This design comes from an exercise in tuning for small area on the open sky130 flow, not from production work. Only simulation tests tie the RTL to the original design; equivalence was not proved. The flow treats the clock pin as an ideal source, which a real chip does not have. Power and IR drop assume default switching activity.

==> design.v <==
`default_nettype none
module processor( input         clk, reset,
                  output [31:0] PC,
                  input  [31:0] instruction,
                  output        WE,
                  output [31:0] address_to_mem,
                  output [31:0] data_to_mem,
                  input  [31:0] data_from_mem
                );
	reg         p;
	reg  [31:0] PCr;
	reg  [31:0] rf [1:31];
	wire regWrite, isSTORE, isOPIMM, isQB, selPC, selRS1, useRs2, sub;
	wire useSum, shR, shL, isAnd, isSlt, isLink, isLOAD, isBRANCH, isBNE;
	wire left, arith;
	wire [9:0] immsel;
	ctrl CTRL (instruction, regWrite, isSTORE, isOPIMM, isQB, selPC, selRS1, useRs2, sub,
	           useSum, shR, shL, isAnd, isSlt, isLink, isLOAD, isBRANCH, isBNE,
	           left, arith, immsel);
	always @(posedge clk) p <= ~p;
	wire [31:0] x;
	wire [31:1] we, wen, sel1, sel2;
	rf_dec DEC_W (instruction[11:7],  regWrite, we, wen);
	rf_dec_r DEC_1 (instruction[19:15], sel1);
	rf_dec_r DEC_2 (instruction[24:20], sel2);
	genvar r, b;
	generate
		for (r = 1; r < 32; r = r + 1) begin : g_rf
			wire [31:0] d_r;
			for (b = 0; b < 32; b = b + 1) begin : g_bit
				rf_nxt NXT (rf[r][b], x[b], we[r], wen[r], d_r[b]);
			end
			always @(posedge clk) rf[r] <= d_r;
		end
	endgenerate
	wire pc1 = p & (instruction[19:15] != 5'd0);
	wire pc2 = (p & (instruction[24:20] != 5'd0)) ^ sub;
	wire [31:0] rd1, rd2;    
	generate
		for (b = 0; b < 32; b = b + 1) begin : g_rd
			wire [31:1] col;
			for (r = 1; r < 32; r = r + 1) begin : g_col
				assign col[r] = rf[r][b];
			end
			rf_rmux RM1 (col, sel1, pc1, rd1[b]);
			rf_rmux RM2 (col, sel2, pc2, rd2[b]);
		end
	endgenerate
	wire [31:0] An, Bn, sum, gand;
	opmux OPMUX (PCr, rd1, rd2, instruction, selPC, selRS1, useRs2, immsel, An, Bn);
	add32 ADD (An, Bn, sub, isQB, sum, gand);
	wire [31:0] shr;
	shifter SH (rd1, isOPIMM ? instruction[24:20] : rd2[4:0], left, arith, shr);
	wire [31:0] pc4;
	wire [31:2] pcc;    
	assign pc4[1:0] = PCr[1:0];
	assign pc4[2] = ~PCr[2];
	assign pcc[3] = PCr[2];
	generate
		for (b = 3; b < 32; b = b + 1) begin : g_inc
			if (b < 31) begin : h
				c_ha HA (PCr[b], pcc[b], pc4[b], pcc[b+1]);
			end else begin : t
				assign pc4[b] = PCr[b] ^ pcc[b];
			end
		end
	endgenerate
	wire lt = (rd1[31] ^ ~rd2[31]) ? rd1[31] : sum[31];
	wbmux WB (useSum, sum, shR, shr, shL, isAnd, gand, isLink, pc4, isLOAD, data_from_mem,
	          isSlt & lt, p, x);
	wire eq = (rd1 == rd2);
	wire taken = isLink | (isBRANCH & (eq ^ isBNE));
	wire [31:0] PCn;
	pcmux PCMUX (taken, sum, pc4, reset, PCn);
	always @(posedge clk) PCr <= PCn;
	assign PC = PCr;
	assign WE = isSTORE;
	assign address_to_mem = sum;
	assign data_to_mem = rd2;
endmodule
module ctrl(input [31:0] I,
            output regWrite, isSTORE, isOPIMM, isQB, selPC, selRS1, useRs2, sub,
            output useSum, shR, shL, isAnd, isSlt, isLink, isLOAD, isBRANCH, isBNE,
            output left, arith,
            output [9:0] immsel);
	wire [6:0] op = I[6:0];
	wire [2:0] f3 = I[14:12];
	wire isOP   = (op == 7'b0110011);
	assign isOPIMM = (op == 7'b0010011);
	assign isLOAD  = (op == 7'b0000011);
	assign isSTORE = (op == 7'b0100011);
	assign isBRANCH = (op == 7'b1100011);
	wire isJAL  = (op == 7'b1101111);
	wire isJALR = (op == 7'b1100111);
	wire isLUI  = (op == 7'b0110111);
	wire isAUIPC = (op == 7'b0010111);
	assign isQB = (op == 7'b0001011);
	wire f7zero = (I[31:25] == 7'b0000000);
	wire f7sub  = (I[31:25] == 7'b0100000);
	wire f7ok   = f7zero | f7sub;
	wire opValid = (f3 == 3'b001) | (f3 == 3'b010) | (f3 == 3'b111) |
	               (((f3 == 3'b000) | (f3 == 3'b101)) & f7ok);
	wire opimmValid = (f3 != 3'b101) | f7ok;
	assign regWrite = (isOP & opValid) | (isOPIMM & opimmValid) | isLOAD | isJAL |
	                  isJALR | isLUI | isAUIPC | isQB;
	wire isShift = (isOP | isOPIMM) & (f3[1:0] == 2'b01);      
	assign isSlt  = isOP & (f3 == 3'b010);
	assign isAnd  = isOP & (f3 == 3'b111);
	assign isLink = isJAL | isJALR;
	assign useSum = ~(isShift | isSlt | isAnd | isLink | isLOAD);
	assign left   = ~f3[2];
	assign arith  = I[30];
	assign shR    = isShift & f3[2];
	assign shL    = isShift & ~f3[2];
	assign isBNE  = (f3 == 3'b001);
	assign selPC  = isBRANCH | isJAL | isAUIPC;
	assign selRS1 = ~(selPC | isLUI);
	assign useRs2 = isOP | isQB;
	assign sub    = isOP & ~f3[2] & ~f3[0] & (f3[1] | I[30]);
	wire tU = isLUI | isAUIPC;
	wire tI = ~(useRs2 | isSTORE | isBRANCH | isJAL | tU);
	assign immsel[0] = tI;
	assign immsel[1] = isSTORE;
	assign immsel[2] = tI | isJAL;
	assign immsel[3] = isSTORE | isBRANCH;
	assign immsel[4] = tI | isSTORE | isBRANCH | isJAL;
	assign immsel[5] = tI | isSTORE | isBRANCH;
	assign immsel[6] = isBRANCH;
	assign immsel[7] = isJAL;
	assign immsel[8] = tU;
	assign immsel[9] = tI | isSTORE;
endmodule
module opmux(input [31:0] pc, rs1, rs2, I, input selPC, selRS1, useRs2,
             input [9:0] immsel, output [31:0] An, Bn);
	wire useImm = ~useRs2;
	wire tUJ = immsel[8] | immsel[7];
	genvar b;
	generate
		for (b = 0; b < 32; b = b + 1) begin : g
			c_aoi22 AM (selPC, pc[b], selRS1, rs1[b], An[b]);
			if (b == 0) begin : b0
				c_aoi222 BM (useRs2, rs2[b], immsel[0], I[20], immsel[1], I[7], Bn[b]);
			end else if (b < 5) begin : b1
				c_aoi222 BM (useRs2, rs2[b], immsel[2], I[20+b], immsel[3], I[7+b], Bn[b]);
			end else if (b < 11) begin : b5
				c_aoi22 BM (useRs2, rs2[b], immsel[4], I[20+b], Bn[b]);
			end else if (b == 11) begin : b11
				wire t1, t2;
				c_aoi22 BM1 (useRs2, rs2[b], immsel[9], I[31], t1);
				c_aoi22 BM2 (immsel[6], I[7], immsel[7], I[20], t2);
				c_and2 BM (t1, t2, Bn[b]);
			end else if (b < 20) begin : b12
				c_aoi222 BM (useRs2, rs2[b], immsel[5], I[31], tUJ, I[b], Bn[b]);
			end else if (b < 31) begin : b20
				c_aoi222 BM (useRs2, rs2[b], immsel[4], I[31], immsel[8], I[b], Bn[b]);
			end else begin : b31
				c_aoi22 BM (useRs2, rs2[b], useImm, I[31], Bn[b]);
			end
		end
	endgenerate
endmodule
module wbmux(input useSum, input [31:0] sum, input shR, input [31:0] sh, input shL,
             input isAnd, input [31:0] gand, input isLink, input [31:0] pc4,
             input isLOAD, input [31:0] mem, input slt, input p, output [31:0] x);
	genvar b;
	generate
		for (b = 0; b < 32; b = b + 1) begin : g
			wire g1, g2, wd;
			c_aoi222 M1 (useSum, sum[b], shR, sh[b], shL, sh[31-b], g1);
			c_aoi222 M2 (isAnd, gand[b], isLink, pc4[b], isLOAD, mem[b], g2);
			if (b == 0) begin : b0
				c_nand3 N (g1, g2, ~slt, wd);
			end else begin : bn
				c_nand2 N (g1, g2, wd);
			end
			wire xn;
			c_xnor2 X (wd, p, xn);
			c_inv XD (xn, x[b]);    
		end
	endgenerate
endmodule
module pcmux(input taken, input [31:0] sum, pc4, input reset, output [31:0] y);
	wire nt = ~taken;
	genvar b;
	generate
		for (b = 0; b < 32; b = b + 1) begin : g
			wire t;
			c_aoi22 M (taken, sum[b], nt, pc4[b], t);
			c_nor2 R (t, reset, y[b]);
		end
	endgenerate
endmodule
module shifter(input [31:0] a, input [4:0] s, input left, input arith, output [31:0] y);
	wire right = ~left;
	wire ar = arith & right;
	wire fill, filln, filln4;
	c_and2  F1 (ar, a[31], fill);       
	c_nand2 F0 (ar, a[31], filln);      
	c_nand2 F4 (ar, a[31], filln4);     
	wire [4:0] sn = ~s;
	wire [31:0] i0, l0, l1, l2, l3;    
	genvar b;
	generate
		for (b = 0; b < 32; b = b + 1) begin : g
			c_aoi22 R (left, a[31-b], right, a[b], i0[b]);
			if (b < 31) begin : s0a c_aoi22 S0 (s[0], i0[b+1], sn[0], i0[b], l0[b]); end
			else        begin : s0b c_aoi22 S0 (s[0], filln,   sn[0], i0[b], l0[b]); end
			if (b < 30) begin : s1a c_aoi22 S1 (s[1], l0[b+2], sn[1], l0[b], l1[b]); end
			else        begin : s1b c_aoi22 S1 (s[1], fill,    sn[1], l0[b], l1[b]); end
			if (b < 28) begin : s2a c_aoi22 S2 (s[2], l1[b+4], sn[2], l1[b], l2[b]); end
			else        begin : s2b c_aoi22 S2 (s[2], filln,   sn[2], l1[b], l2[b]); end
			if (b < 24) begin : s3a c_aoi22 S3 (s[3], l2[b+8], sn[3], l2[b], l3[b]); end
			else        begin : s3b c_aoi22 S3 (s[3], fill,    sn[3], l2[b], l3[b]); end
			if (b < 16) begin : s4a c_aoi22 S4 (s[4], l3[b+16], sn[4], l3[b], y[b]); end
			else        begin : s4b c_aoi22 S4 (s[4], filln4,   sn[4], l3[b], y[b]); end
		end
	endgenerate
endmodule
module rf_nxt(input s, x, we, wen, output d);
	assign d = ~((wen | x) & (we | s));
endmodule
module rf_dec(input [4:0] a, input en, output [31:1] y, output [31:1] yn);
	wire [4:0] an;
	wire enn;
	wire [3:0] lo;
	wire [7:0] hi;
	genvar i, r;
	generate
		for (i = 0; i < 5; i = i + 1) begin : g_inv
			c_inv I (a[i], an[i]);
		end
		c_inv IE (en, enn);
		for (i = 0; i < 4; i = i + 1) begin : g_lo
			c_nor2 L ((i % 2) ? an[0] : a[0], ((i / 2) % 2) ? an[1] : a[1], lo[i]);
		end
		for (i = 0; i < 8; i = i + 1) begin : g_hi
			c_nor4 H (enn, (i % 2) ? an[2] : a[2], ((i / 2) % 2) ? an[3] : a[3],
			          ((i / 4) % 2) ? an[4] : a[4], hi[i]);
		end
		for (r = 1; r < 32; r = r + 1) begin : g
			c_nand2 N (lo[r % 4], hi[r / 4], yn[r]);
			c_inv D (yn[r], y[r]);
		end
	endgenerate
endmodule
module rf_dec_r(input [4:0] a, output [31:1] y);
	wire [4:0] an;
	wire [3:0] lo;
	wire [7:0] hi;
	genvar i, r;
	generate
		for (i = 0; i < 5; i = i + 1) begin : g_inv
			c_inv I (a[i], an[i]);
		end
		for (i = 0; i < 4; i = i + 1) begin : g_lo
			c_nor2 L ((i % 2) ? an[0] : a[0], ((i / 2) % 2) ? an[1] : a[1], lo[i]);
		end
		for (i = 0; i < 8; i = i + 1) begin : g_hi
			c_nor3 H ((i % 2) ? an[2] : a[2], ((i / 2) % 2) ? an[3] : a[3],
			          ((i / 4) % 2) ? an[4] : a[4], hi[i]);
		end
		for (r = 1; r < 32; r = r + 1) begin : g
			wire yn;
			c_nand2 N (lo[r % 4], hi[r / 4], yn);
			c_inv D (yn, y[r]);
		end
	endgenerate
endmodule
module rf_rmux(input [31:1] d, input [31:1] sel, input pc, output y);
	wire [10:0] g;
	wire [2:0] h;
	wire n;
	genvar k;
	generate
		for (k = 0; k < 10; k = k + 1) begin : g_aoi
			c_aoi222 A (d[3*k+1], sel[3*k+1], d[3*k+2], sel[3*k+2], d[3*k+3], sel[3*k+3], g[k]);
		end
	endgenerate
	c_nand2 N31 (d[31], sel[31], g[10]);
	c_nand4 H0 (g[0], g[1], g[2], g[3], h[0]);
	c_nand4 H1 (g[4], g[5], g[6], g[7], h[1]);
	c_nand3 H2 (g[8], g[9], g[10], h[2]);
	c_nor3  NO (h[0], h[1], h[2], n);
	c_xnor2 XO (n, pc, y);
endmodule
module add32(input [31:0] an, input [31:0] bn, input cin, input kill,
             output [31:0] s, output [31:0] g);
	wire p0, p1, p2, p3, p4, p5, p6, pn7;
	wire pp7, p8, p9, p10, p11, p12, p13, p14;
	wire pn15, pp15, p16, p17, p18, p19, p20, p21;
	wire p22, pn23, pp23, p24, p25, p26, p27, p28;
	wire p29, p30, p31, g0c, i_g0c, G1, G2, P2;
	wire G3, P3, G4, P4, G5, P5, G6, P6;
	wire G7, P7, G8, P8, G9, P9, G10, P10;
	wire G11, P11, G12, P12, G13, P13, G14, P14;
	wire G15, P15, G16, P16, G17, G18, P18, G19;
	wire P19, G20, P20, G21, P21, G22, P22, G23;
	wire P23, G24, P24, G25, G26, P26, G27, P27;
	wire G28, P28, G29, G30, P30, G31, i_G29, G32;
	wire i_G25, G33, G34, G35, i_G17, G36, G37, G38;
	wire G39, G40, i_G32, G41, G42, i_G1, G43, G44;
	wire G45, G46, G47, i_G33, G48, G49, G50, G51;
	wire i_G34, G52, G53, G54, G55, i_G35, G56, G57;
	c_xor2 XP0 (an[0], bn[0], p0);
	c_nor2 NG0 (an[0], bn[0], g[0]);
	c_xor2 XP1 (an[1], bn[1], p1);
	c_nor2 NG1 (an[1], bn[1], g[1]);
	c_xor2 XP2 (an[2], bn[2], p2);
	c_nor2 NG2 (an[2], bn[2], g[2]);
	c_xor2 XP3 (an[3], bn[3], p3);
	c_nor2 NG3 (an[3], bn[3], g[3]);
	c_xor2 XP4 (an[4], bn[4], p4);
	c_nor2 NG4 (an[4], bn[4], g[4]);
	c_xor2 XP5 (an[5], bn[5], p5);
	c_nor2 NG5 (an[5], bn[5], g[5]);
	c_xor2 XP6 (an[6], bn[6], p6);
	c_nor2 NG6 (an[6], bn[6], g[6]);
	c_xnor2 XP7 (an[7], bn[7], pn7);
	c_nor2 KP7 (pn7, kill, pp7);
	c_nor3 KG7 (an[7], bn[7], kill, g[7]);
	c_xor2 XP8 (an[8], bn[8], p8);
	c_nor2 NG8 (an[8], bn[8], g[8]);
	c_xor2 XP9 (an[9], bn[9], p9);
	c_nor2 NG9 (an[9], bn[9], g[9]);
	c_xor2 XP10 (an[10], bn[10], p10);
	c_nor2 NG10 (an[10], bn[10], g[10]);
	c_xor2 XP11 (an[11], bn[11], p11);
	c_nor2 NG11 (an[11], bn[11], g[11]);
	c_xor2 XP12 (an[12], bn[12], p12);
	c_nor2 NG12 (an[12], bn[12], g[12]);
	c_xor2 XP13 (an[13], bn[13], p13);
	c_nor2 NG13 (an[13], bn[13], g[13]);
	c_xor2 XP14 (an[14], bn[14], p14);
	c_nor2 NG14 (an[14], bn[14], g[14]);
	c_xnor2 XP15 (an[15], bn[15], pn15);
	c_nor2 KP15 (pn15, kill, pp15);
	c_nor3 KG15 (an[15], bn[15], kill, g[15]);
	c_xor2 XP16 (an[16], bn[16], p16);
	c_nor2 NG16 (an[16], bn[16], g[16]);
	c_xor2 XP17 (an[17], bn[17], p17);
	c_nor2 NG17 (an[17], bn[17], g[17]);
	c_xor2 XP18 (an[18], bn[18], p18);
	c_nor2 NG18 (an[18], bn[18], g[18]);
	c_xor2 XP19 (an[19], bn[19], p19);
	c_nor2 NG19 (an[19], bn[19], g[19]);
	c_xor2 XP20 (an[20], bn[20], p20);
	c_nor2 NG20 (an[20], bn[20], g[20]);
	c_xor2 XP21 (an[21], bn[21], p21);
	c_nor2 NG21 (an[21], bn[21], g[21]);
	c_xor2 XP22 (an[22], bn[22], p22);
	c_nor2 NG22 (an[22], bn[22], g[22]);
	c_xnor2 XP23 (an[23], bn[23], pn23);
	c_nor2 KP23 (pn23, kill, pp23);
	c_nor3 KG23 (an[23], bn[23], kill, g[23]);
	c_xor2 XP24 (an[24], bn[24], p24);
	c_nor2 NG24 (an[24], bn[24], g[24]);
	c_xor2 XP25 (an[25], bn[25], p25);
	c_nor2 NG25 (an[25], bn[25], g[25]);
	c_xor2 XP26 (an[26], bn[26], p26);
	c_nor2 NG26 (an[26], bn[26], g[26]);
	c_xor2 XP27 (an[27], bn[27], p27);
	c_nor2 NG27 (an[27], bn[27], g[27]);
	c_xor2 XP28 (an[28], bn[28], p28);
	c_nor2 NG28 (an[28], bn[28], g[28]);
	c_xor2 XP29 (an[29], bn[29], p29);
	c_nor2 NG29 (an[29], bn[29], g[29]);
	c_xor2 XP30 (an[30], bn[30], p30);
	c_nor2 NG30 (an[30], bn[30], g[30]);
	c_xor2 XP31 (an[31], bn[31], p31);
	c_nor2 NG31 (an[31], bn[31], g[31]);
	c_a21oi CI (p0, cin, g[0], g0c);
	c_inv IV_i_g0c (g0c, i_g0c);
	c_a21oi BG1 (p1, i_g0c, g[1], G1);
	c_a21oi BG2 (p3, g[2], g[3], G2);
	c_nand2 BP2 (p3, p2, P2);
	c_a21oi BG3 (p5, g[4], g[5], G3);
	c_nand2 BP3 (p5, p4, P3);
	c_a21oi BG4 (pp7, g[6], g[7], G4);
	c_nand2 BP4 (pp7, p6, P4);
	c_a21oi BG5 (p9, g[8], g[9], G5);
	c_nand2 BP5 (p9, p8, P5);
	c_a21oi BG6 (p11, g[10], g[11], G6);
	c_nand2 BP6 (p11, p10, P6);
	c_a21oi BG7 (p13, g[12], g[13], G7);
	c_nand2 BP7 (p13, p12, P7);
	c_a21oi BG8 (pp15, g[14], g[15], G8);
	c_nand2 BP8 (pp15, p14, P8);
	c_a21oi BG9 (p17, g[16], g[17], G9);
	c_nand2 BP9 (p17, p16, P9);
	c_a21oi BG10 (p19, g[18], g[19], G10);
	c_nand2 BP10 (p19, p18, P10);
	c_a21oi BG11 (p21, g[20], g[21], G11);
	c_nand2 BP11 (p21, p20, P11);
	c_a21oi BG12 (pp23, g[22], g[23], G12);
	c_nand2 BP12 (pp23, p22, P12);
	c_a21oi BG13 (p25, g[24], g[25], G13);
	c_nand2 BP13 (p25, p24, P13);
	c_a21oi BG14 (p27, g[26], g[27], G14);
	c_nand2 BP14 (p27, p26, P14);
	c_a21oi BG15 (p29, g[28], g[29], G15);
	c_nand2 BP15 (p29, p28, P15);
	c_a21oi BG16 (p31, g[30], g[31], G16);
	c_nand2 BP16 (p31, p30, P16);
	c_o21ai BG17 (P2, G1, G2, G17);
	c_o21ai BG18 (P4, G3, G4, G18);
	c_nor2 BP18 (P4, P3, P18);
	c_o21ai BG19 (P6, G5, G6, G19);
	c_nor2 BP19 (P6, P5, P19);
	c_o21ai BG20 (P8, G7, G8, G20);
	c_nor2 BP20 (P8, P7, P20);
	c_o21ai BG21 (P10, G9, G10, G21);
	c_nor2 BP21 (P10, P9, P21);
	c_o21ai BG22 (P12, G11, G12, G22);
	c_nor2 BP22 (P12, P11, P22);
	c_o21ai BG23 (P14, G13, G14, G23);
	c_nor2 BP23 (P14, P13, P23);
	c_o21ai BG24 (P16, G15, G16, G24);
	c_nor2 BP24 (P16, P15, P24);
	c_a21oi BG25 (P18, G17, G18, G25);
	c_a21oi BG26 (P20, G19, G20, G26);
	c_nand2 BP26 (P20, P19, P26);
	c_a21oi BG27 (P22, G21, G22, G27);
	c_nand2 BP27 (P22, P21, P27);
	c_a21oi BG28 (P24, G23, G24, G28);
	c_nand2 BP28 (P24, P23, P28);
	c_o21ai BG29 (P26, G25, G26, G29);
	c_o21ai BG30 (P28, G27, G28, G30);
	c_nor2 BP30 (P28, P27, P30);
	c_a21oi BG31 (P30, G29, G30, G31);
	c_inv IV_i_G29 (G29, i_G29);
	c_o21ai BG32 (P27, i_G29, G27, G32);
	c_inv IV_i_G25 (G25, i_G25);
	c_a21oi BG33 (P19, i_G25, G19, G33);
	c_a21oi BG34 (P21, G29, G21, G34);
	c_a21oi BG35 (P23, G32, G23, G35);
	c_inv IV_i_G17 (G17, i_G17);
	c_o21ai BG36 (P3, i_G17, G3, G36);
	c_o21ai BG37 (P5, G25, G5, G37);
	c_o21ai BG38 (P7, G33, G7, G38);
	c_o21ai BG39 (P9, i_G29, G9, G39);
	c_o21ai BG40 (P11, G34, G11, G40);
	c_inv IV_i_G32 (G32, i_G32);
	c_o21ai BG41 (P13, i_G32, G13, G41);
	c_o21ai BG42 (P15, G35, G15, G42);
	c_inv IV_i_G1 (G1, i_G1);
	c_a21oi BG43 (p2, i_G1, g[2], G43);
	c_a21oi BG44 (p4, G17, g[4], G44);
	c_a21oi BG45 (p6, G36, g[6], G45);
	c_a21oi BG46 (p8, i_G25, g[8], G46);
	c_a21oi BG47 (p10, G37, g[10], G47);
	c_inv IV_i_G33 (G33, i_G33);
	c_a21oi BG48 (p12, i_G33, g[12], G48);
	c_a21oi BG49 (p14, G38, g[14], G49);
	c_a21oi BG50 (p16, G29, g[16], G50);
	c_a21oi BG51 (p18, G39, g[18], G51);
	c_inv IV_i_G34 (G34, i_G34);
	c_a21oi BG52 (p20, i_G34, g[20], G52);
	c_a21oi BG53 (p22, G40, g[22], G53);
	c_a21oi BG54 (p24, G32, g[24], G54);
	c_a21oi BG55 (p26, G41, g[26], G55);
	c_inv IV_i_G35 (G35, i_G35);
	c_a21oi BG56 (p28, i_G35, g[28], G56);
	c_a21oi BG57 (p30, G42, g[30], G57);
	c_xor2 XS0 (p0, cin, s[0]);
	c_xnor2 XS1 (p1, g0c, s[1]);
	c_xnor2 XS2 (p2, G1, s[2]);
	c_xnor2 XS3 (p3, G43, s[3]);
	c_xor2 XS4 (p4, G17, s[4]);
	c_xnor2 XS5 (p5, G44, s[5]);
	c_xor2 XS6 (p6, G36, s[6]);
	c_xor2 XS7 (pn7, G45, s[7]);
	c_xnor2 XS8 (p8, G25, s[8]);
	c_xnor2 XS9 (p9, G46, s[9]);
	c_xor2 XS10 (p10, G37, s[10]);
	c_xnor2 XS11 (p11, G47, s[11]);
	c_xnor2 XS12 (p12, G33, s[12]);
	c_xnor2 XS13 (p13, G48, s[13]);
	c_xor2 XS14 (p14, G38, s[14]);
	c_xor2 XS15 (pn15, G49, s[15]);
	c_xor2 XS16 (p16, G29, s[16]);
	c_xnor2 XS17 (p17, G50, s[17]);
	c_xor2 XS18 (p18, G39, s[18]);
	c_xnor2 XS19 (p19, G51, s[19]);
	c_xnor2 XS20 (p20, G34, s[20]);
	c_xnor2 XS21 (p21, G52, s[21]);
	c_xor2 XS22 (p22, G40, s[22]);
	c_xor2 XS23 (pn23, G53, s[23]);
	c_xor2 XS24 (p24, G32, s[24]);
	c_xnor2 XS25 (p25, G54, s[25]);
	c_xor2 XS26 (p26, G41, s[26]);
	c_xnor2 XS27 (p27, G55, s[27]);
	c_xnor2 XS28 (p28, G35, s[28]);
	c_xnor2 XS29 (p29, G56, s[29]);
	c_xor2 XS30 (p30, G42, s[30]);
	c_xnor2 XS31 (p31, G57, s[31]);
endmodule
module c_aoi222(input a1, a2, b1, b2, c1, c2, output y);
	assign y = ~(a1 & a2 | b1 & b2 | c1 & c2);
endmodule
module c_nand2(input a, b, output y);
	assign y = ~(a & b);
endmodule
module c_nand3(input a, b, c, output y);
	assign y = ~(a & b & c);
endmodule
module c_nand4(input a, b, c, d, output y);
	assign y = ~(a & b & c & d);
endmodule
module c_nor4(input a, b, c, d, output y);
	assign y = ~(a | b | c | d);
endmodule
module c_nor3(input a, b, c, output y);
	assign y = ~(a | b | c);
endmodule
module c_xnor2(input a, b, output y);
	assign y = ~(a ^ b);
endmodule
module c_aoi22(input a1, a2, b1, b2, output y);
	assign y = ~(a1 & a2 | b1 & b2);
endmodule
module c_and2(input a, b, output y);
	assign y = a & b;
endmodule
module c_nor2(input a, b, output y);
	assign y = ~(a | b);
endmodule
module c_xor2(input a, b, output y);
	assign y = a ^ b;
endmodule
module c_a21oi(input a1, a2, b1, output y);
	assign y = ~(a1 & a2 | b1);
endmodule
module c_o21ai(input a1, a2, b1, output y);
	assign y = ~((a1 | a2) & b1);
endmodule
module c_inv(input a, output y);
	assign y = ~a;
endmodule
module c_ha(input a, b, output s, c);
	assign s = a ^ b;
	assign c = a & b;
endmodule
`default_nettype wire
==> flow/run.sh <==
#!/bin/bash
# Own layout flow: the standard synthesis unchanged, then the standard ORFS
# steps with these changes:
#  - before floorplanning, every combinational cell is swapped to the
#    smallest-area variant of its function (flow/downsize.tcl); the repair
#    steps size up only what timing or slew needs;
#  - ports get buf_1 buffers instead of the default delay buffers;
#  - repair steps may use only buf_1/buf_2 as buffers (flow/dontuse.tcl);
#  - timing-driven placement keeps none of its own repair changes (they buffer heavily);
#  - wire capacitance estimates are scaled up (flow/setRC_scaled.tcl) to match extraction;
#  - the clock tree uses clkbuf_8 and no dummy loads;
#  - after global routing, cells the repairs sized up are sized down again
#    where timing, slew and capacitance allow (flow/arecover.tcl);
# Each tool's output is in synth.log / layout.log here and in orfs/logs/.
set -euo pipefail
here=$(pwd)
bash standard.sh synth > synth.log 2>&1
bash standard.sh \
  "PRE_FLOORPLAN_TCL=$here/flow/downsize.tcl" \
  "PRE_GLOBAL_PLACE_TCL=$here/flow/dontuse.tcl" \
  "PRE_RESIZE_TCL=$here/flow/dontuse.tcl" \
  "PRE_CTS_TCL=$here/flow/dontuse_cts.tcl" \
  "PRE_GLOBAL_ROUTE_TCL=$here/flow/dontuse.tcl" \
  "POST_GLOBAL_ROUTE_TCL=$here/flow/post_grt.tcl" \
  "GPL_KEEP_OVERFLOW=0" \
  "LAYER_PARASITICS_FILE=$here/flow/setRC_scaled.tcl" \
  "BUFFER_PORTS_ARGS=-buffer_cell sky130_fd_sc_hd__buf_1" \
  "CTS_ARGS=-sink_clustering_enable -repair_clock_nets -dont_use_dummy_load -buf_list sky130_fd_sc_hd__clkbuf_8 -sink_clustering_size 14 -sink_clustering_max_diameter 70" \
  finish > layout.log 2>&1
==> flow/arecover.tcl <==
# Area recovery after global routing: the repair steps only ever size cells up,
# so try each sized-up combinational cell again at every smaller drive strength
# of the same function (smallest first) and keep the first one with which the
# worst setup slack stays at least the margin and no slew or capacitance limit
# is exceeded (with a tighter slew limit). Connectivity does not change; the
# wire parasitics are estimated again from the global routes after every swap.
proc my_area_recover { margin max_slew } {
  set db [ord::get_db]
  set block [ord::get_db_block]
  set_max_transition $max_slew [current_design]
  set fam {}
  foreach lib [$db getLibs] {
    foreach m [$lib getMasters] {
      if {[regexp {^(sky130_fd_sc_hd__[a-z0-9]+)_([0-9]+)$} [$m getName] -> base sz]} {
        dict lappend fam $base [list [expr {[$m getWidth] * [$m getHeight]}] [$m getName]]
      }
    }
  }
  set cands {}
  foreach inst [$block getInsts] {
    set n [[$inst getMaster] getName]
    if {![regexp {^(sky130_fd_sc_hd__[a-z0-9]+)_([0-9]+)$} $n -> base sz]} continue
    if {[regexp {df|dl|clk|tap|fill|decap|diode|conb} $base]} continue
    set a [expr {[[$inst getMaster] getWidth] * [[$inst getMaster] getHeight]}]
    set smaller {}
    foreach v [lsort -index 0 -integer [dict get $fam $base]] {
      if {[lindex $v 0] < $a} { lappend smaller [lindex $v 1] }
    }
    if {[llength $smaller]} { lappend cands [list $inst $a $smaller] }
  }
  set ws0 [sta::worst_slack -max]
  set sv0 [sta::max_slew_violation_count]
  set cv0 [sta::max_capacitance_violation_count]
  # never let the worst slack drop below the margin, or below where it is now
  if {$ws0 < $margin} { set margin $ws0 }
  puts "area_recover: [llength $cands] candidates, worst slack $ws0, slew/cap violations $sv0/$cv0"
  set saved 0
  set n 0
  foreach c [lsort -index 1 -integer -decreasing $cands] {
    lassign $c inst a smaller
    set orig [$inst getMaster]
    foreach s $smaller {
      $inst swapMaster [$db findMaster $s]
      estimate_parasitics -global_routing
      if {[sta::worst_slack -max] >= $margin
          && [sta::max_slew_violation_count] <= $sv0
          && [sta::max_capacitance_violation_count] <= $cv0} {
        incr n
        set m [$db findMaster $s]
        set saved [expr {$saved + $a - [$m getWidth] * [$m getHeight]}]
        break
      }
      $inst swapMaster $orig
    }
  }
  estimate_parasitics -global_routing
  puts "area_recover: downsized $n instances, saved [expr {$saved / 1e6}] um2,\
    worst slack [sta::worst_slack -max]"
  # back to the library limit for the steps after this one
  set_max_transition 1.5 [current_design]
}
==> flow/dontuse.tcl <==
# Keep the repair steps to small buffers: with the large ones allowed they buffer
# the high-fanout register-file nets with buf_16/clkbuf_16 trees.
set_dont_use {
  sky130_fd_sc_hd__buf_4 sky130_fd_sc_hd__buf_6 sky130_fd_sc_hd__buf_8
  sky130_fd_sc_hd__buf_12 sky130_fd_sc_hd__buf_16
  sky130_fd_sc_hd__bufbuf_8 sky130_fd_sc_hd__bufbuf_16
  sky130_fd_sc_hd__bufinv_8 sky130_fd_sc_hd__bufinv_16
  sky130_fd_sc_hd__clkbuf_1 sky130_fd_sc_hd__clkbuf_2 sky130_fd_sc_hd__clkbuf_4
  sky130_fd_sc_hd__clkbuf_16
  sky130_fd_sc_hd__clkdlybuf4s15_1 sky130_fd_sc_hd__clkdlybuf4s15_2
  sky130_fd_sc_hd__clkdlybuf4s18_1 sky130_fd_sc_hd__clkdlybuf4s18_2
  sky130_fd_sc_hd__clkdlybuf4s25_1 sky130_fd_sc_hd__clkdlybuf4s25_2
  sky130_fd_sc_hd__clkdlybuf4s50_1 sky130_fd_sc_hd__clkdlybuf4s50_2
  sky130_fd_sc_hd__dlygate4sd1_1 sky130_fd_sc_hd__dlygate4sd2_1 sky130_fd_sc_hd__dlygate4sd3_1
  sky130_fd_sc_hd__dlymetal6s2s_1 sky130_fd_sc_hd__dlymetal6s4s_1 sky130_fd_sc_hd__dlymetal6s6s_1
}
if { ![info exists ::my_cts_step] } {
  set_dont_use {sky130_fd_sc_hd__clkbuf_8}
}
set_dont_use {sky130_fd_sc_hd__xor2_4 sky130_fd_sc_hd__xnor2_4}
==> flow/dontuse_cts.tcl <==
# The clock tree step: same restriction, except clkbuf_8, which the tree uses.
set ::my_cts_step 1
source [file join [file dirname [info script]] dontuse.tcl]
==> flow/downsize.tcl <==
# Swap every combinational cell to the smallest-area variant of its function.
# Synthesis maps each small module on its own and sizes its cells for an
# unknown load; the repair steps later size up only the cells that need it.
source [file join [file dirname [info script]] downsize_map.tcl]
array set dmap $downsize_map
set db [ord::get_db]
set n 0
foreach inst [[ord::get_db_block] getInsts] {
  set m [[$inst getMaster] getName]
  if { [info exists dmap($m)] } {
    $inst swapMaster [$db findMaster $dmap($m)]
    incr n
  }
}
puts "downsize: swapped $n instances to smaller variants"
==> flow/downsize_map.tcl <==
# drive strengths and their smallest-area variant (same function; the strongest of that area)
set downsize_map {
  sky130_fd_sc_hd__a2111o_2 sky130_fd_sc_hd__a2111o_1
  sky130_fd_sc_hd__a2111o_4 sky130_fd_sc_hd__a2111o_1
  sky130_fd_sc_hd__a2111oi_1 sky130_fd_sc_hd__a2111oi_0
  sky130_fd_sc_hd__a2111oi_2 sky130_fd_sc_hd__a2111oi_0
  sky130_fd_sc_hd__a2111oi_4 sky130_fd_sc_hd__a2111oi_0
  sky130_fd_sc_hd__a211o_2 sky130_fd_sc_hd__a211o_1
  sky130_fd_sc_hd__a211o_4 sky130_fd_sc_hd__a211o_1
  sky130_fd_sc_hd__a211oi_2 sky130_fd_sc_hd__a211oi_1
  sky130_fd_sc_hd__a211oi_4 sky130_fd_sc_hd__a211oi_1
  sky130_fd_sc_hd__a21bo_1 sky130_fd_sc_hd__a21bo_2
  sky130_fd_sc_hd__a21bo_4 sky130_fd_sc_hd__a21bo_2
  sky130_fd_sc_hd__a21boi_0 sky130_fd_sc_hd__a21boi_1
  sky130_fd_sc_hd__a21boi_2 sky130_fd_sc_hd__a21boi_1
  sky130_fd_sc_hd__a21boi_4 sky130_fd_sc_hd__a21boi_1
  sky130_fd_sc_hd__a21o_2 sky130_fd_sc_hd__a21o_1
  sky130_fd_sc_hd__a21o_4 sky130_fd_sc_hd__a21o_1
  sky130_fd_sc_hd__a21oi_2 sky130_fd_sc_hd__a21oi_1
  sky130_fd_sc_hd__a21oi_4 sky130_fd_sc_hd__a21oi_1
  sky130_fd_sc_hd__a221o_2 sky130_fd_sc_hd__a221o_1
  sky130_fd_sc_hd__a221o_4 sky130_fd_sc_hd__a221o_1
  sky130_fd_sc_hd__a221oi_2 sky130_fd_sc_hd__a221oi_1
  sky130_fd_sc_hd__a221oi_4 sky130_fd_sc_hd__a221oi_1
  sky130_fd_sc_hd__a22o_2 sky130_fd_sc_hd__a22o_1
  sky130_fd_sc_hd__a22o_4 sky130_fd_sc_hd__a22o_1
  sky130_fd_sc_hd__a22oi_2 sky130_fd_sc_hd__a22oi_1
  sky130_fd_sc_hd__a22oi_4 sky130_fd_sc_hd__a22oi_1
  sky130_fd_sc_hd__a2bb2o_2 sky130_fd_sc_hd__a2bb2o_1
  sky130_fd_sc_hd__a2bb2o_4 sky130_fd_sc_hd__a2bb2o_1
  sky130_fd_sc_hd__a2bb2oi_2 sky130_fd_sc_hd__a2bb2oi_1
  sky130_fd_sc_hd__a2bb2oi_4 sky130_fd_sc_hd__a2bb2oi_1
  sky130_fd_sc_hd__a311o_2 sky130_fd_sc_hd__a311o_1
  sky130_fd_sc_hd__a311o_4 sky130_fd_sc_hd__a311o_1
  sky130_fd_sc_hd__a311oi_2 sky130_fd_sc_hd__a311oi_1
  sky130_fd_sc_hd__a311oi_4 sky130_fd_sc_hd__a311oi_1
  sky130_fd_sc_hd__a31o_1 sky130_fd_sc_hd__a31o_2
  sky130_fd_sc_hd__a31o_4 sky130_fd_sc_hd__a31o_2
  sky130_fd_sc_hd__a31oi_2 sky130_fd_sc_hd__a31oi_1
  sky130_fd_sc_hd__a31oi_4 sky130_fd_sc_hd__a31oi_1
  sky130_fd_sc_hd__a32o_2 sky130_fd_sc_hd__a32o_1
  sky130_fd_sc_hd__a32o_4 sky130_fd_sc_hd__a32o_1
  sky130_fd_sc_hd__a32oi_2 sky130_fd_sc_hd__a32oi_1
  sky130_fd_sc_hd__a32oi_4 sky130_fd_sc_hd__a32oi_1
  sky130_fd_sc_hd__a41o_2 sky130_fd_sc_hd__a41o_1
  sky130_fd_sc_hd__a41o_4 sky130_fd_sc_hd__a41o_1
  sky130_fd_sc_hd__a41oi_2 sky130_fd_sc_hd__a41oi_1
  sky130_fd_sc_hd__a41oi_4 sky130_fd_sc_hd__a41oi_1
  sky130_fd_sc_hd__and2_0 sky130_fd_sc_hd__and2_1
  sky130_fd_sc_hd__and2_2 sky130_fd_sc_hd__and2_1
  sky130_fd_sc_hd__and2_4 sky130_fd_sc_hd__and2_1
  sky130_fd_sc_hd__and2b_2 sky130_fd_sc_hd__and2b_1
  sky130_fd_sc_hd__and2b_4 sky130_fd_sc_hd__and2b_1
  sky130_fd_sc_hd__and3_2 sky130_fd_sc_hd__and3_1
  sky130_fd_sc_hd__and3_4 sky130_fd_sc_hd__and3_1
  sky130_fd_sc_hd__and3b_2 sky130_fd_sc_hd__and3b_1
  sky130_fd_sc_hd__and3b_4 sky130_fd_sc_hd__and3b_1
  sky130_fd_sc_hd__and4_2 sky130_fd_sc_hd__and4_1
  sky130_fd_sc_hd__and4_4 sky130_fd_sc_hd__and4_1
  sky130_fd_sc_hd__and4b_2 sky130_fd_sc_hd__and4b_1
  sky130_fd_sc_hd__and4b_4 sky130_fd_sc_hd__and4b_1
  sky130_fd_sc_hd__and4bb_1 sky130_fd_sc_hd__and4bb_2
  sky130_fd_sc_hd__and4bb_4 sky130_fd_sc_hd__and4bb_2
  sky130_fd_sc_hd__buf_12 sky130_fd_sc_hd__buf_1
  sky130_fd_sc_hd__buf_16 sky130_fd_sc_hd__buf_1
  sky130_fd_sc_hd__buf_2 sky130_fd_sc_hd__buf_1
  sky130_fd_sc_hd__buf_4 sky130_fd_sc_hd__buf_1
  sky130_fd_sc_hd__buf_6 sky130_fd_sc_hd__buf_1
  sky130_fd_sc_hd__buf_8 sky130_fd_sc_hd__buf_1
  sky130_fd_sc_hd__ebufn_2 sky130_fd_sc_hd__ebufn_1
  sky130_fd_sc_hd__ebufn_4 sky130_fd_sc_hd__ebufn_1
  sky130_fd_sc_hd__ebufn_8 sky130_fd_sc_hd__ebufn_1
  sky130_fd_sc_hd__einvn_1 sky130_fd_sc_hd__einvn_0
  sky130_fd_sc_hd__einvn_2 sky130_fd_sc_hd__einvn_0
  sky130_fd_sc_hd__einvn_4 sky130_fd_sc_hd__einvn_0
  sky130_fd_sc_hd__einvn_8 sky130_fd_sc_hd__einvn_0
  sky130_fd_sc_hd__einvp_2 sky130_fd_sc_hd__einvp_1
  sky130_fd_sc_hd__einvp_4 sky130_fd_sc_hd__einvp_1
  sky130_fd_sc_hd__einvp_8 sky130_fd_sc_hd__einvp_1
  sky130_fd_sc_hd__fa_2 sky130_fd_sc_hd__fa_1
  sky130_fd_sc_hd__fa_4 sky130_fd_sc_hd__fa_1
  sky130_fd_sc_hd__ha_2 sky130_fd_sc_hd__ha_1
  sky130_fd_sc_hd__ha_4 sky130_fd_sc_hd__ha_1
  sky130_fd_sc_hd__inv_1 sky130_fd_sc_hd__inv_2
  sky130_fd_sc_hd__inv_12 sky130_fd_sc_hd__inv_2
  sky130_fd_sc_hd__inv_16 sky130_fd_sc_hd__inv_2
  sky130_fd_sc_hd__inv_4 sky130_fd_sc_hd__inv_2
  sky130_fd_sc_hd__inv_6 sky130_fd_sc_hd__inv_2
  sky130_fd_sc_hd__inv_8 sky130_fd_sc_hd__inv_2
  sky130_fd_sc_hd__maj3_2 sky130_fd_sc_hd__maj3_1
  sky130_fd_sc_hd__maj3_4 sky130_fd_sc_hd__maj3_1
  sky130_fd_sc_hd__mux2_1 sky130_fd_sc_hd__mux2_2
  sky130_fd_sc_hd__mux2_4 sky130_fd_sc_hd__mux2_2
  sky130_fd_sc_hd__mux2_8 sky130_fd_sc_hd__mux2_2
  sky130_fd_sc_hd__mux2i_2 sky130_fd_sc_hd__mux2i_1
  sky130_fd_sc_hd__mux2i_4 sky130_fd_sc_hd__mux2i_1
  sky130_fd_sc_hd__mux4_1 sky130_fd_sc_hd__mux4_2
  sky130_fd_sc_hd__mux4_4 sky130_fd_sc_hd__mux4_2
  sky130_fd_sc_hd__nand2_2 sky130_fd_sc_hd__nand2_1
  sky130_fd_sc_hd__nand2_4 sky130_fd_sc_hd__nand2_1
  sky130_fd_sc_hd__nand2_8 sky130_fd_sc_hd__nand2_1
  sky130_fd_sc_hd__nand2b_2 sky130_fd_sc_hd__nand2b_1
  sky130_fd_sc_hd__nand2b_4 sky130_fd_sc_hd__nand2b_1
  sky130_fd_sc_hd__nand3_2 sky130_fd_sc_hd__nand3_1
  sky130_fd_sc_hd__nand3_4 sky130_fd_sc_hd__nand3_1
  sky130_fd_sc_hd__nand3b_2 sky130_fd_sc_hd__nand3b_1
  sky130_fd_sc_hd__nand3b_4 sky130_fd_sc_hd__nand3b_1
  sky130_fd_sc_hd__nand4_2 sky130_fd_sc_hd__nand4_1
  sky130_fd_sc_hd__nand4_4 sky130_fd_sc_hd__nand4_1
  sky130_fd_sc_hd__nand4b_2 sky130_fd_sc_hd__nand4b_1
  sky130_fd_sc_hd__nand4b_4 sky130_fd_sc_hd__nand4b_1
  sky130_fd_sc_hd__nand4bb_2 sky130_fd_sc_hd__nand4bb_1
  sky130_fd_sc_hd__nand4bb_4 sky130_fd_sc_hd__nand4bb_1
  sky130_fd_sc_hd__nor2_2 sky130_fd_sc_hd__nor2_1
  sky130_fd_sc_hd__nor2_4 sky130_fd_sc_hd__nor2_1
  sky130_fd_sc_hd__nor2_8 sky130_fd_sc_hd__nor2_1
  sky130_fd_sc_hd__nor2b_2 sky130_fd_sc_hd__nor2b_1
  sky130_fd_sc_hd__nor2b_4 sky130_fd_sc_hd__nor2b_1
  sky130_fd_sc_hd__nor3_2 sky130_fd_sc_hd__nor3_1
  sky130_fd_sc_hd__nor3_4 sky130_fd_sc_hd__nor3_1
  sky130_fd_sc_hd__nor3b_2 sky130_fd_sc_hd__nor3b_1
  sky130_fd_sc_hd__nor3b_4 sky130_fd_sc_hd__nor3b_1
  sky130_fd_sc_hd__nor4_2 sky130_fd_sc_hd__nor4_1
  sky130_fd_sc_hd__nor4_4 sky130_fd_sc_hd__nor4_1
  sky130_fd_sc_hd__nor4b_2 sky130_fd_sc_hd__nor4b_1
  sky130_fd_sc_hd__nor4b_4 sky130_fd_sc_hd__nor4b_1
  sky130_fd_sc_hd__nor4bb_2 sky130_fd_sc_hd__nor4bb_1
  sky130_fd_sc_hd__nor4bb_4 sky130_fd_sc_hd__nor4bb_1
  sky130_fd_sc_hd__o2111a_2 sky130_fd_sc_hd__o2111a_1
  sky130_fd_sc_hd__o2111a_4 sky130_fd_sc_hd__o2111a_1
  sky130_fd_sc_hd__o2111ai_2 sky130_fd_sc_hd__o2111ai_1
  sky130_fd_sc_hd__o2111ai_4 sky130_fd_sc_hd__o2111ai_1
  sky130_fd_sc_hd__o211a_1 sky130_fd_sc_hd__o211a_2
  sky130_fd_sc_hd__o211a_4 sky130_fd_sc_hd__o211a_2
  sky130_fd_sc_hd__o211ai_2 sky130_fd_sc_hd__o211ai_1
  sky130_fd_sc_hd__o211ai_4 sky130_fd_sc_hd__o211ai_1
  sky130_fd_sc_hd__o21a_2 sky130_fd_sc_hd__o21a_1
  sky130_fd_sc_hd__o21a_4 sky130_fd_sc_hd__o21a_1
  sky130_fd_sc_hd__o21ai_0 sky130_fd_sc_hd__o21ai_1
  sky130_fd_sc_hd__o21ai_2 sky130_fd_sc_hd__o21ai_1
  sky130_fd_sc_hd__o21ai_4 sky130_fd_sc_hd__o21ai_1
  sky130_fd_sc_hd__o21ba_1 sky130_fd_sc_hd__o21ba_2
  sky130_fd_sc_hd__o21ba_4 sky130_fd_sc_hd__o21ba_2
  sky130_fd_sc_hd__o21bai_2 sky130_fd_sc_hd__o21bai_1
  sky130_fd_sc_hd__o21bai_4 sky130_fd_sc_hd__o21bai_1
  sky130_fd_sc_hd__o221a_1 sky130_fd_sc_hd__o221a_2
  sky130_fd_sc_hd__o221a_4 sky130_fd_sc_hd__o221a_2
  sky130_fd_sc_hd__o221ai_2 sky130_fd_sc_hd__o221ai_1
  sky130_fd_sc_hd__o221ai_4 sky130_fd_sc_hd__o221ai_1
  sky130_fd_sc_hd__o22a_2 sky130_fd_sc_hd__o22a_1
  sky130_fd_sc_hd__o22a_4 sky130_fd_sc_hd__o22a_1
  sky130_fd_sc_hd__o22ai_2 sky130_fd_sc_hd__o22ai_1
  sky130_fd_sc_hd__o22ai_4 sky130_fd_sc_hd__o22ai_1
  sky130_fd_sc_hd__o2bb2a_2 sky130_fd_sc_hd__o2bb2a_1
  sky130_fd_sc_hd__o2bb2a_4 sky130_fd_sc_hd__o2bb2a_1
  sky130_fd_sc_hd__o2bb2ai_2 sky130_fd_sc_hd__o2bb2ai_1
  sky130_fd_sc_hd__o2bb2ai_4 sky130_fd_sc_hd__o2bb2ai_1
  sky130_fd_sc_hd__o311a_2 sky130_fd_sc_hd__o311a_1
  sky130_fd_sc_hd__o311a_4 sky130_fd_sc_hd__o311a_1
  sky130_fd_sc_hd__o311ai_0 sky130_fd_sc_hd__o311ai_1
  sky130_fd_sc_hd__o311ai_2 sky130_fd_sc_hd__o311ai_1
  sky130_fd_sc_hd__o311ai_4 sky130_fd_sc_hd__o311ai_1
  sky130_fd_sc_hd__o31a_2 sky130_fd_sc_hd__o31a_1
  sky130_fd_sc_hd__o31a_4 sky130_fd_sc_hd__o31a_1
  sky130_fd_sc_hd__o31ai_2 sky130_fd_sc_hd__o31ai_1
  sky130_fd_sc_hd__o31ai_4 sky130_fd_sc_hd__o31ai_1
  sky130_fd_sc_hd__o32a_2 sky130_fd_sc_hd__o32a_1
  sky130_fd_sc_hd__o32a_4 sky130_fd_sc_hd__o32a_1
  sky130_fd_sc_hd__o32ai_2 sky130_fd_sc_hd__o32ai_1
  sky130_fd_sc_hd__o32ai_4 sky130_fd_sc_hd__o32ai_1
  sky130_fd_sc_hd__o41a_2 sky130_fd_sc_hd__o41a_1
  sky130_fd_sc_hd__o41a_4 sky130_fd_sc_hd__o41a_1
  sky130_fd_sc_hd__o41ai_2 sky130_fd_sc_hd__o41ai_1
  sky130_fd_sc_hd__o41ai_4 sky130_fd_sc_hd__o41ai_1
  sky130_fd_sc_hd__or2_0 sky130_fd_sc_hd__or2_2
  sky130_fd_sc_hd__or2_1 sky130_fd_sc_hd__or2_2
  sky130_fd_sc_hd__or2_4 sky130_fd_sc_hd__or2_2
  sky130_fd_sc_hd__or2b_2 sky130_fd_sc_hd__or2b_1
  sky130_fd_sc_hd__or2b_4 sky130_fd_sc_hd__or2b_1
  sky130_fd_sc_hd__or3_2 sky130_fd_sc_hd__or3_1
  sky130_fd_sc_hd__or3_4 sky130_fd_sc_hd__or3_1
  sky130_fd_sc_hd__or3b_1 sky130_fd_sc_hd__or3b_2
  sky130_fd_sc_hd__or3b_4 sky130_fd_sc_hd__or3b_2
  sky130_fd_sc_hd__or4_2 sky130_fd_sc_hd__or4_1
  sky130_fd_sc_hd__or4_4 sky130_fd_sc_hd__or4_1
  sky130_fd_sc_hd__or4b_1 sky130_fd_sc_hd__or4b_2
  sky130_fd_sc_hd__or4b_4 sky130_fd_sc_hd__or4b_2
  sky130_fd_sc_hd__or4bb_2 sky130_fd_sc_hd__or4bb_1
  sky130_fd_sc_hd__or4bb_4 sky130_fd_sc_hd__or4bb_1
  sky130_fd_sc_hd__sdlclkp_2 sky130_fd_sc_hd__sdlclkp_1
  sky130_fd_sc_hd__sdlclkp_4 sky130_fd_sc_hd__sdlclkp_1
  sky130_fd_sc_hd__xnor2_2 sky130_fd_sc_hd__xnor2_1
  sky130_fd_sc_hd__xnor2_4 sky130_fd_sc_hd__xnor2_1
  sky130_fd_sc_hd__xnor3_2 sky130_fd_sc_hd__xnor3_1
  sky130_fd_sc_hd__xnor3_4 sky130_fd_sc_hd__xnor3_1
  sky130_fd_sc_hd__xor2_2 sky130_fd_sc_hd__xor2_1
  sky130_fd_sc_hd__xor2_4 sky130_fd_sc_hd__xor2_1
  sky130_fd_sc_hd__xor3_2 sky130_fd_sc_hd__xor3_1
  sky130_fd_sc_hd__xor3_4 sky130_fd_sc_hd__xor3_1
}
==> flow/post_grt.tcl <==
# after global routing and its repairs (parasitics already estimated from the
# global routes with flow/setRC_scaled.tcl)
source [file join [file dirname [info script]] arecover.tcl]
my_area_recover 0.05 1.25
==> flow/setRC_scaled.tcl <==
# The platform's setRC.tcl with every wire capacitance scaled by 1.15, so that the
# repair steps see wire loads closer to what extraction finds after detailed routing.
# correlateRC.py gcd,ibex,aes,jpeg,chameleon,riscv32i,chameleon_hier
# cap units pf/um
set_layer_rc -layer li1 -capacitance 1.723850e-04 -resistance 7.176e-02
set_layer_rc -layer met1 -capacitance 1.982312e-04 -resistance 8.929e-04
set_layer_rc -layer met2 -capacitance 1.566680e-04 -resistance 8.929e-04
set_layer_rc -layer met3 -capacitance 2.472063e-04 -resistance 1.567e-04
set_layer_rc -layer met4 -capacitance 1.703472e-04 -resistance 1.567e-04
set_layer_rc -layer met5 -capacitance 1.772000e-04 -resistance 1.781e-05
# end correlate

set_layer_rc -via mcon -resistance 9.249146E-3
set_layer_rc -via via -resistance 4.5E-3
set_layer_rc -via via2 -resistance 3.368786E-3
set_layer_rc -via via3 -resistance 0.376635E-3
set_layer_rc -via via4 -resistance 0.00580E-3

set_wire_rc -signal -layer met1
set_wire_rc -clock -layer met3
==> standard.sh <==
#!/bin/bash
# synth_recipe.tcl (not shown) runs the flow's synth.tcl, then flattens the netlist and writes it again
# the make line also repeats each setting of config.mk as NAME=value (left out here)
make -C /OpenROAD-flow-scripts/flow DESIGN_CONFIG=/design/flow/config.mk WORK_HOME=/design/flow/orfs CLKGATE_MAP_FILE= SYNTH_SCRIPT=/design/flow/synth_recipe.tcl "${@:-finish}"
==> config.mk <==
export PLATFORM = sky130hd
export DESIGN_NAME = processor
export DESIGN_NICKNAME = processor
export VERILOG_FILES = /design/flow/design.v
export SDC_FILE = /design/flow/constraint.sdc
export NUM_CORES = 8
export LEC_CHECK = 0
export CAP_MARGIN = 20
export CORE_MARGIN = 2
export CORE_UTILIZATION = 45
export CTS_BUF_LIST = sky130_fd_sc_hd__clkbuf_8
export CTS_CLUSTER_DIAMETER = 70
export CTS_CLUSTER_SIZE = 14
export GPL_TIMING_DRIVEN = 1
export PLACE_DENSITY = 0.55
export SETUP_SLACK_MARGIN = 0.1
export SLEW_MARGIN = 20
export SYNTH_HIERARCHICAL = 1
==> constraint.sdc <==
create_clock -name core_clock -period 10.0 [get_ports {clk}]
set_input_delay 2.0000 -clock core_clock [delete_from_list [all_inputs] [get_ports {clk}]]
set_output_delay 2.0000 -clock core_clock [all_outputs]
set_load 0.01 [all_outputs]
==> run summary, run 1 <==
- Flip-flop and latch area: 20500 sq um
- Lkg Pwr: 16.6 nW
- Final nets: 4529
- Die area: 96300 sq um
- Worst setup timing slack at the placement stage: -1190 ps
- Number of top-level pins: 163
- Filler instances: 8848
- Average routed wire per standard cell: 41.1 um
- # DRC: 0
- Count of buffers from port buffering: 162
- Pint: 6.21 mW
- PwrDens: 228 nW/um^2
- Min setup slack post-route: 399 ps
- Transition time at the pin with the least slew margin: 1270 ps
- Total non-filler cell area in the finished layout: 46500 sq um
- CP arrival: 7600 ps
- Worst reg2reg path depth: 34
- Fraction of final layout cells sized beyond drive strength 1: 8.89%
- Count of hold buffers inserted by post-cts repair: 0
- Portion of total power attributed to sequential cells: 48.5%
- Via count: 46800
- Final Wtd Congestion: 1.05
- Power share of the clock group: 20.6%
- Headroom to the max-slew limit: 14.8%
- Nets in the synthesized netlist: 4224
- CP max FO: 32
- Number of global-route vias before repair: 41500
- Req. time, crit path: 8000 ps
- Overall routed net length: 234000 um
- Antenna violations before repair: 17
- Instance count of the mapped netlist: 4130
- Hold_ws: 481 ps
- Max Slew Vio Count: 0
- CTS tree: built
- Standard-cell rows: 112
- CTS sink count: 1025
- Antenna-violating nets left: 0
- Net switching component of the power: 4.42 mW
- Num CTS Buffers: 86
- Period utilization: 96.0%
- Final Critical Period: 9600 ps
- Die X: 310 um
- DR vias/cell: 8.22
- Setup repair bufs after CTS: 7
- Later-pin clock latency in the skew report: 820 ps
- Crit. End Element: output port
- WS Path Type: in2out
- Standard cell area after detailed placement: 44900 sq um
- Fmax achieved: 0.104 GHz
- Count of endpoints failing hold in the final timing report: 0
- Multi-input logic area: 21500 sq um
- Hold Crit Class: reg2reg
- Reg clk slew, reported paths: 90 ps
- Number of cells after detailed placement: 5583
- Layout Cells excl Fill: 5697
- Count of TritonRoute iterations in the first routing pass: 14
- Worst supply voltage drop on vdd: 0.127 mV
- Combinational Power Share: 30.9%
- Effective utilization at floorplan: 45.3%
- Instance count along the most critical hold path: 1
- Max-cap violations: 0
- Wire length of the first global-routing pass: 321000 um
- Overflow left after global routing: 0
- Worst clock skew: 103 ps
- Vert. Die Dim: 310 um
- Std-Cell Core Area: 93200 sq um
- Maximum number of pins on one net before global-route repair: 39
- Overall Global Routing Usage: 46.3%
- Half-perimeter wire length after placement: 145000 um
- Post-cts sizing count: 131
- Startpoint type of the worst setup path: input pin
- Switching share of power: 41.6%
- Total number of yosys warnings: 9
- Finish-stage setup viols: 0
- Initial drt markers: 12100
- Status: complete, no violations
-- stage by stage --
stage                     util, %  TNS (ps)  power (mW)
after floorplan                 -         0        6.83
final                        49.9         0        10.6
after detailed placement     48.1    -59510        8.26
after CTS                    50.0         0        10.7
after global placement       47.6  -2900260        8.46
-- cells in the final DEF, fill, tap and decap left out, types with 3 or more instances in the layout --
master and n:
sky130_fd_sc_hd__buf_1 173, sky130_fd_sc_hd__xor2_1 43, sky130_fd_sc_hd__nor3_2 28, sky130_fd_sc_hd__nor2_2 8, sky130_fd_sc_hd__nand3_1 67, sky130_fd_sc_hd__nor4_1 10
sky130_fd_sc_hd__inv_4 53, sky130_fd_sc_hd__nand4_1 137, sky130_fd_sc_hd__nor3_1 57, sky130_fd_sc_hd__xnor2_1 132, sky130_fd_sc_hd__xnor2_2 18, sky130_fd_sc_hd__diode_2 10
sky130_fd_sc_hd__a22oi_1 264, sky130_fd_sc_hd__dfxtp_1 1024, sky130_fd_sc_hd__nor2b_1 3, sky130_fd_sc_hd__nor3_4 6, sky130_fd_sc_hd__inv_6 8, sky130_fd_sc_hd__nand2_1 211
sky130_fd_sc_hd__a222oi_1 728, sky130_fd_sc_hd__buf_2 60, sky130_fd_sc_hd__o22ai_1 992, sky130_fd_sc_hd__nor2_1 86, sky130_fd_sc_hd__a21oi_2 4, sky130_fd_sc_hd__and2_1 6
sky130_fd_sc_hd__o21ai_1 20, sky130_fd_sc_hd__a21oi_1 37, sky130_fd_sc_hd__ha_1 28, sky130_fd_sc_hd__clkbuf_8 86, sky130_fd_sc_hd__mux2_2 5, sky130_fd_sc_hd__inv_2 103
-- layer usage --
metal	track usage, %	up-vias	share of wire, %	wire [um]
met1	60.6	22800	37	86800
met3	16.3	765	15	35900
met2	64.3	4154	40	93700
met4	29.7	10	7.5	17600
met5	0	-	0.028	66
li1	-	19100	-	-
-- path summary, 6_finish.rpt --
| path | slack (ps) | start | endpoint |
|---|---|---|---|
| max | 400 | instruction[15] | address_to_mem[31] |
| min reg2reg | 480 | rf[28][12] | rf[28][12] |
| min | 480 | rf[28][12] | rf[28][12] |
| max reg2reg | 2260 | PCr[2] | rf[21][31] |
-- power groups by stage --
stage / clock [mW] / combinational, mW / sequential (mW)
floorplan: 0 / 1.72 / 5.11
global placement: 0 / 3.22 / 5.23
detailed placement: 0 / 3.05 / 5.21
CTS: 2.29 / 3.27 / 5.14
finish: 2.19 / 3.28 / 5.15
-- flip-flops by register name, indices dropped and copies added, names as in the netlist --
signal	cells
rf	992
p	1
PCr	32
-- cell type report --
class,instances,area share [%]
Timing Repair Buffer,233,2.04
Sequential cell,1025,44.1
Tap cell,1254,3.37
Antenna cell,10,0.0538
Clock buffer,86,2.54
Multi-Input combinational cell,2925,46.2
Inverter,164,1.69
-- worst max-delay path: stages --
cell and delay, ps:
sky130_fd_sc_hd__buf_2 220, sky130_fd_sc_hd__nor2_1 230, sky130_fd_sc_hd__nand2_1 170, sky130_fd_sc_hd__inv_4 210, sky130_fd_sc_hd__a222oi_1 500, sky130_fd_sc_hd__nand4_1 480, sky130_fd_sc_hd__nor3_2 750, sky130_fd_sc_hd__xnor2_2 340
sky130_fd_sc_hd__a22oi_1 300, sky130_fd_sc_hd__xor2_1 330, sky130_fd_sc_hd__nand2_1 120, sky130_fd_sc_hd__nor2_1 150, sky130_fd_sc_hd__a21oi_2 130, sky130_fd_sc_hd__o21ai_2 260, sky130_fd_sc_hd__inv_2 80, sky130_fd_sc_hd__o21ai_4 280
sky130_fd_sc_hd__a21oi_2 160, sky130_fd_sc_hd__o21ai_1 230, sky130_fd_sc_hd__a21oi_1 130, sky130_fd_sc_hd__xnor2_2 290, sky130_fd_sc_hd__buf_1 200
==> run 2, diff against run 1 <==
--- a/flow/run.sh
+++ b/flow/run.sh
@@ -26,4 +26,4 @@
   "LAYER_PARASITICS_FILE=$here/flow/setRC_scaled.tcl" \
   "BUFFER_PORTS_ARGS=-buffer_cell sky130_fd_sc_hd__buf_1" \
-  "CTS_ARGS=-sink_clustering_enable -repair_clock_nets -dont_use_dummy_load -buf_list sky130_fd_sc_hd__clkbuf_8 -sink_clustering_size 14 -sink_clustering_max_diameter 70" \
+  "CTS_ARGS=-sink_clustering_enable -repair_clock_nets -dont_use_dummy_load -buf_list sky130_fd_sc_hd__clkbuf_8 -sink_clustering_size 16 -sink_clustering_max_diameter 70" \
   finish > layout.log 2>&1
==> flow/post_grt.tcl (replaced) <==
# after global routing and its repairs (parasitics already estimated from the
# global routes with flow/setRC_scaled.tcl)
source [file join [file dirname [info script]] arecover.tcl]
my_area_recover 0.0 1.25
--- a/config.mk
+++ b/config.mk
@@ -11,5 +11,5 @@
 export CTS_BUF_LIST = sky130_fd_sc_hd__clkbuf_8
 export CTS_CLUSTER_DIAMETER = 70
-export CTS_CLUSTER_SIZE = 14
+export CTS_CLUSTER_SIZE = 16
 export GPL_TIMING_DRIVEN = 1
 export PLACE_DENSITY = 0.55
==> run summary, run 2 <==
- Min setup slack post-route: 320 ps
- Worst clock skew: 113 ps
- FF-to-FF Start: PCr[3]
- Register containing the most flip-flops in the final layout: rf
- Max Slew Vio Count: 0
- Half-perimeter wire length after placement: 145000 um
- Finish-stage setup viols: 0
- Maximum number of pins on one net before global-route repair: 39
- Startpoint type of the worst setup path: input pin
- Final nets: 4524
- Standard cell area after detailed placement: 44900 sq um
- CP max FO: 32
- Switching share of power: 41.9%
- Die area: 96300 sq um
- CTS sink count: 1025
- Worst reg2reg path depth: 34
- PwrDens: 228 nW/um^2
- Filler instances: 8872
- Combinational Power Share: 31.2%
- Headroom to the max-slew limit: 17.7%
- Number of global-route vias before repair: 41400
- Post-cts sizing count: 131
- Number of top-level pins: 163
- Layout Cells excl Fill: 5692
- Flip-flop count of the largest register after layout: 992
- Top library cells by usage in the layout, fill and taps aside: sky130_fd_sc_hd__dfxtp_1 (1024), sky130_fd_sc_hd__o22ai_1 (992), sky130_fd_sc_hd__a222oi_1 (728)
- Hold endpoint: rf[18][29]
- CP arrival: 7680 ps
- Max-cap violations: 0
- Antenna-violating nets left: 0
- Instance count along the most critical hold path: 1
- Overall routed net length: 234000 um
- Worst supply voltage drop on vdd: 0.129 mV
- Instance count of the mapped netlist: 4130
- Req. time, crit path: 8000 ps
- Setup repair bufs after CTS: 7
- WS Path Type: in2out
- Number of cells after detailed placement: 5583
- Average routed wire per standard cell: 41.1 um
- Total non-filler cell area in the finished layout: 46400 sq um
- Standard-cell rows: 112
- Most common cell after layout, fill and taps aside: sky130_fd_sc_hd__dfxtp_1
- Largest registers ranked by flip-flop count: rf x992, PCr x32, p x1
- Crit. End Element: output port
- Vert. Die Dim: 310 um
- Power share of the clock group: 20.0%
- DR vias/cell: 8.22
- Num CTS Buffers: 78
- Transition time at the pin with the least slew margin: 1230 ps
- Lkg Pwr: 16.5 nW
- Worst setup timing slack at the placement stage: -1190 ps
- Fmax achieved: 0.103 GHz
- Portion of total power attributed to sequential cells: 48.8%
- Peak per-stage delay on the critical path: 760 ps
- Initial drt markers: 12200
- Wire length of the first global-routing pass: 320000 um
- Overflow left after global routing: 0
- Antenna violations before repair: 18
- Net switching component of the power: 4.42 mW
- Final Wtd Congestion: 1.05
- Count of endpoints failing hold in the final timing report: 0
- CTS tree: built
- Final Critical Period: 9680 ps
- Nets in the synthesized netlist: 4224
- Standard cell with the maximum stage delay on the critical path: sky130_fd_sc_hd__nor3_2
- Later-pin clock latency in the skew report: 830 ps
- Std-Cell Core Area: 93200 sq um
- Count of TritonRoute iterations in the first routing pass: 14
- Count of hold buffers inserted by post-cts repair: 0
- Fraction of final layout cells sized beyond drive strength 1: 8.65%
- End of the worst register-to-register path: rf[16][31]
- Multi-input logic area: 21500 sq um
- Status: complete, no violations
- Overall Global Routing Usage: 46.3%
- Period utilization: 96.8%
- Ordered cell list for the critical path: buf_2 -> nor2_1 -> nand2_1 -> inv_4 -> a222oi_1 -> nand4_1 -> nor3_2 -> xnor2_2 -> a22oi_1 -> xor2_1 -> nand2_1 -> nor2_1 -> a21oi_2 -> o21ai_2 -> inv_2 -> o21ai_4 -> a21oi_2 -> o21ai_1 -> a21oi_1 -> xnor2_2 -> buf_1
- Count of buffers from port buffering: 162
- Flip-flop and latch area: 20500 sq um
- Register-to-register path setup slack: 2130 ps
- Pint: 6.14 mW
- Effective utilization at floorplan: 45.3%
- Hold Crit Class: reg2reg
- Reg clk slew, reported paths: 60 ps
- Hold_sp: rf[18][29]
- Total power draw: 10.6 mW
- Via count: 46800
- Die X: 310 um
- Total number of yosys warnings: 9
- # DRC: 0
## run 2: changes by cell type in the layout (fill, tap and decap cells not counted), moves of 2 or more
cell,previous run,this run
sky130_fd_sc_hd__xnor2_2,18,16
sky130_fd_sc_hd__buf_2,60,58
sky130_fd_sc_hd__nor3_4,6,3
sky130_fd_sc_hd__inv_4,53,49
sky130_fd_sc_hd__buf_1,173,178
sky130_fd_sc_hd__xnor2_1,132,134
sky130_fd_sc_hd__nor3_2,28,32
sky130_fd_sc_hd__inv_6,8,12
sky130_fd_sc_hd__clkbuf_8,86,78
## run 2: how the worst max path moves through the flow
stage / from / endpoint / slack (ps) / depth (start not counted)
3_3_place_gp: instruction[5] / address_to_mem[31] / -4230 / 19
4_1_cts: instruction[22] / address_to_mem[31] / 160 / 24
3_5_place_dp: instruction[22] / address_to_mem[31] / -1190 / 22
2_1_floorplan: instruction[6] / address_to_mem[31] / 420 / 20
6_report: instruction[15] / address_to_mem[31] / 320 / 21
## run 2: routing by layer
layer  up-vias  wire, um  global-route usage (%)
met5         -        47                       0
met4         8     18200                    30.9
met3       743     35700                    14.9
met2      4072     93100                    64.1
met1     22900     87100                    61.1
li1      19100         -                       -
## run 2: critical path: cells and delay by family
| kind | cells | cell delay [ps] |
|---|---|---|
| AO/OA/AOI/OAI | 8 | 2030 |
| AND/OR/NAND/NOR | 6 | 1950 |
| XOR/XNOR | 3 | 950 |
| buffers and inverters | 4 | 710 |
## run 2: power by group through the flow
stage / Sequential, mW / Clock, mW / Combinational (mW)
after floorplan: 5.11 / 0 / 1.72
after global placement: 5.23 / 0 / 3.22
after detailed placement: 5.21 / 0 / 3.05
after CTS: 5.14 / 2.19 / 3.27
final: 5.15 / 2.11 / 3.29
## run 2: metrics by stage
stage	hold WS, ps	TNS [ps]	utilization (%)
floorplan	441	0	-
global placement	452	-2900260	47.6
detailed placement	458	-59510	48.1
CTS	481	0	49.8
finish	479	0	49.8
## run 2: cell type report
cell class	instances	share of cell area [%]
flip-flops and latches	1025	44.2
diodes	10	0.0539
multi-input cells	2925	46.2
clock buffers	78	2.31
well taps	1254	3.38
repair buffers	236	2.07
inverters	164	1.72

==> what the ideal ports hide <==
The results above use ideal ports. As a check the final layouts listed here were re-extracted and re-timed, cells and wires unchanged.
Step 1, drivers: a clkbuf_16 drives clk and a buf_2 each remaining input, both assumed.
Step 2 moves the port delays by t, midway between the first and last clock arrival at a register: inputs arrive t later, outputs are due t later. That takes back most of the time a late clock gives input paths.
Three values: no drivers, after step 1, after step 2; two values: the first two.
| run | t, ns | setup slack, ns | worst setup path at the end | clock arrival spread, ns |
|---|---|---|---|---|
| run 1 | 0.848 | 0.399 / 0.370 / 0.370 | input to output | 0.103 / 0.102 |
| run 2 | 0.839 | 0.320 / 0.246 / 0.246 | input to output | 0.112 / 0.113 |
After both steps setup and hold are still met in every run listed. For run 2, which loses most, drivers alone change the setup slack by -0.074 ns; drivers and shift together by -0.074 ns.
